Source: an optimization exercise on an open RTL-to-GDS flow (aim: small area). Production flows keep margins and buffers that such runs may drop.
In this exercise RTL edits were held to simulation tests only and were not proved equivalent to the original.
Power is estimated from default activity; no workload was simulated.

## run A
Design APP, start of the top module:
module APP (
  input CLK,
  input CLR,
  input CE,
  input BTN_FILL_FACTOR_INC,
  input BTN_FILL_FACTOR_DEC,
  input BTN_SEL_INC,
  input BTN_SEL_DEC,
  output [7:0] DISP_7SEG_DATA,
  output [7:0] DISP_7SEG_EN,
  output RGB_R_CH,
  output RGB_G_CH,
  output RGB_B_CH
);
Size: about 450 cells after synthesis, about 84 flip-flops, roughly 0.0039 mm² of cells after synthesis.
clock: 10.0 ns
lec_check: 0
cap_margin: 20
core_margin: 2
core_utilization: 50
gpl_timing_driven: 0
slew_margin: 20
standard.sh (not shown) runs the stock make flow with config.mk's settings and CLKGATE_MAP_FILE= SYNTH_SCRIPT=/design/flow/synth_recipe.tcl, a recipe that flattens the netlist after the stock synthesis.
==> flow/flow/run.sh <==
#!/bin/bash
# Standard ORFS layout with an area-oriented ABC mapping script (no adder
# extraction before it), small port
# buffers and a clock tree without dummy loads.
set -euo pipefail
HERE=$(pwd)
rm -rf "$HERE/scripts_local"
cp -r "$FLOW_HOME/scripts" "$HERE/scripts_local"
cp "$HERE/flow/abc_area.script" "$HERE/scripts_local/abc_area.script"
# Leave adders and counters to ABC instead of mapping them to half/full
# adder cells first (registers are not affected).
sed -i 's/^  extract_fa {\*}\[dont_use_extract_fa_args\]/  # extract_fa skipped/' "$HERE/scripts_local/synth.tcl"
grep -q "extract_fa skipped" "$HERE/scripts_local/synth.tcl"
bash standard.sh \
  SCRIPTS_DIR="$HERE/scripts_local" \
  ABC_AREA=1 \
  BUFFER_PORTS_ARGS="-buffer_cell sky130_fd_sc_hd__buf_1" \
  MIN_BUF_CELL_AND_PORTS="sky130_fd_sc_hd__buf_1 A X" \
  CTS_ARGS="-sink_clustering_enable -sink_clustering_size 100 -sink_clustering_max_diameter 500 -buf_list {sky130_fd_sc_hd__clkbuf_4 sky130_fd_sc_hd__clkbuf_8} -dont_use_dummy_load -repair_clock_nets" \
  finish > "$HERE/orfs_flow.log" 2>&1
==> flow/flow/abc_area.script <==
strash
&get -n
&st
&dch -f
&nf -R 1000
&put
The following lists how run B was set up differently from run A:
# run A
export LEC_CHECK = 0
export CAP_MARGIN = 20
export CORE_MARGIN = 2
export CORE_UTILIZATION = 50
export GPL_TIMING_DRIVEN = 0
export SLEW_MARGIN = 20
create_clock -name core_clock -period 10.0 [get_ports {CLK}]
# run B
export LEC_CHECK = 0
export CAP_MARGIN = 0
export CORE_MARGIN = 2
export CORE_UTILIZATION = 50
export GPL_TIMING_DRIVEN = 0
export SLEW_MARGIN = 0
create_clock -name core_clock -period 10.0 [get_ports {CLK}]
--- a/flow/flow/run.sh
+++ b/flow/flow/run.sh
@@ -2,5 +2,6 @@
 # Standard ORFS layout with an area-oriented ABC mapping script (no adder
 # extraction before it), small port
-# buffers and a clock tree without dummy loads.
+# buffers (also for synthesis pass-through buffers) and a clock tree
+# without dummy loads.
 set -euo pipefail
 HERE=$(pwd)
==> comparison <==
- Having completed the whole flow, run B delivered a layout that passed the timing, DRC and antenna checks.
- Looking at critical path depth, run B sits 1 below run A.
- On share of the final layout cell area in multi-input gates, run A and run B are basically level.
- As far as overall via count from detail_route is concerned, run B and run A perform about the same.
- Relative to run A, wire length on met1 has decreased by 170 µm in run B.
- Compared run B against run A; final instance area within noise.
- Run A tops out at a higher clock frequency than run B.
- Between run A and run B, the relative contribution of sequential cells to total power does not differ in any meaningful way.
- Number of nets at the end of the flow: run A vs run B — no meaningful difference
- Looking at worst ir drop on vdd, run B sits below run A.
Input-level comparison between run C and run B:
--- a/flow/flow/run.sh
+++ b/flow/flow/run.sh
@@ -2,6 +2,5 @@
 # Standard ORFS layout with an area-oriented ABC mapping script (no adder
 # extraction before it), small port
-# buffers (also for synthesis pass-through buffers) and a clock tree
-# without dummy loads.
+# buffers and a clock tree without dummy loads.
 set -euo pipefail
 HERE=$(pwd)
@@ -17,5 +16,4 @@
   ABC_AREA=1 \
   BUFFER_PORTS_ARGS="-buffer_cell sky130_fd_sc_hd__buf_1" \
-  MIN_BUF_CELL_AND_PORTS="sky130_fd_sc_hd__buf_1 A X" \
   CTS_ARGS="-sink_clustering_enable -sink_clustering_size 100 -sink_clustering_max_diameter 500 -buf_list {sky130_fd_sc_hd__clkbuf_4 sky130_fd_sc_hd__clkbuf_8} -dont_use_dummy_load -repair_clock_nets" \
   finish > "$HERE/orfs_flow.log" 2>&1
Run C: full flow OK, the timing, DRC and antenna checks passed. Per the comparison of run C with run B, clock transition at the registers of the reported paths did not really move, parity-gate share of the synthesized area counting xor and xnor cells did not really move, net switching power figure did not really move, core utilization did not really move, cell area after synthesis did not really move. Clock distribution area overhead in the final layout across run C and run B: no real change. Going from run B to run C, final clock period utilization by the worst path grows by 0.91 points. Between run C and run B, the filler cell count is higher for run C. In run C the global-route wire length before repair turned out about 1.7% higher than in run B. Summary — global routing met1 resource utilization, run C relative to run B: higher, by 0.74 points. Total cell area at the placement stage across run C and run B: no real change.
Modified inputs, run D compared to run C
# run C
export LEC_CHECK = 0
export CAP_MARGIN = 0
export CORE_MARGIN = 2
export CORE_UTILIZATION = 50
export GPL_TIMING_DRIVEN = 0
export SLEW_MARGIN = 0
create_clock -name core_clock -period 10.0 [get_ports {CLK}]
# run D
export LEC_CHECK = 0
export CAP_MARGIN = 20
export CORE_MARGIN = 2
export CORE_UTILIZATION = 50
export SLEW_MARGIN = 20
create_clock -name core_clock -period 10.0 [get_ports {CLK}]
Per the comparison of run D with run C, number of placed instances with taps included roughly the same; worst hold slack now smaller; worst setup margin grew by 900 ps; worst vdd rail ir drop now sits lower.
Compared with run C, run D is more frugal on power.
Cell area across run D and run C: no real change.
Run D improves on run C in minimum setup slack after placement.
Run C → run D: non-clock buffer count went up; relative contribution of the clock network to total power went down.
Of the two values seen for worst-path cell with the longest stage delay, o21ai_0 was produced by run D and and2_0 by run C.

==> static timing again, ports no longer ideal <==
The results above use ideal ports. As a check the final layouts listed here were re-extracted and re-timed, cells and wires unchanged. Step 1, drivers: a clkbuf_16 drives CLK and a buf_2 each remaining input, both assumed. Step 2 times the ports against the registers' clock, not the clock port: input delays grow and output delays shrink by t, the midpoint of the rising clock arrivals with the driver on. a / b / c = no drivers / after step 1 / after step 2; a / b = the first two.
| run | t (ns) | setup WS [ns] | worst data-port slew with drivers (ns) |
|---|---|---|---|
| run A | 0.378 | 4.134 / 4.145 / 3.767 | 0.03 |
| run B | 0.379 | 3.737 / 3.743 / 3.364 | 0.03 |
| run C | 0.373 | 3.646 / 3.655 / 3.282 | 0.03 |
| run D | 0.362 | 4.546 / 4.556 / 4.194 | 0.03 |
After both steps every run listed still meets setup and hold. The setup slack of run B, which loses most, moves by +0.006 ns with the drivers and by -0.373 ns with both steps.
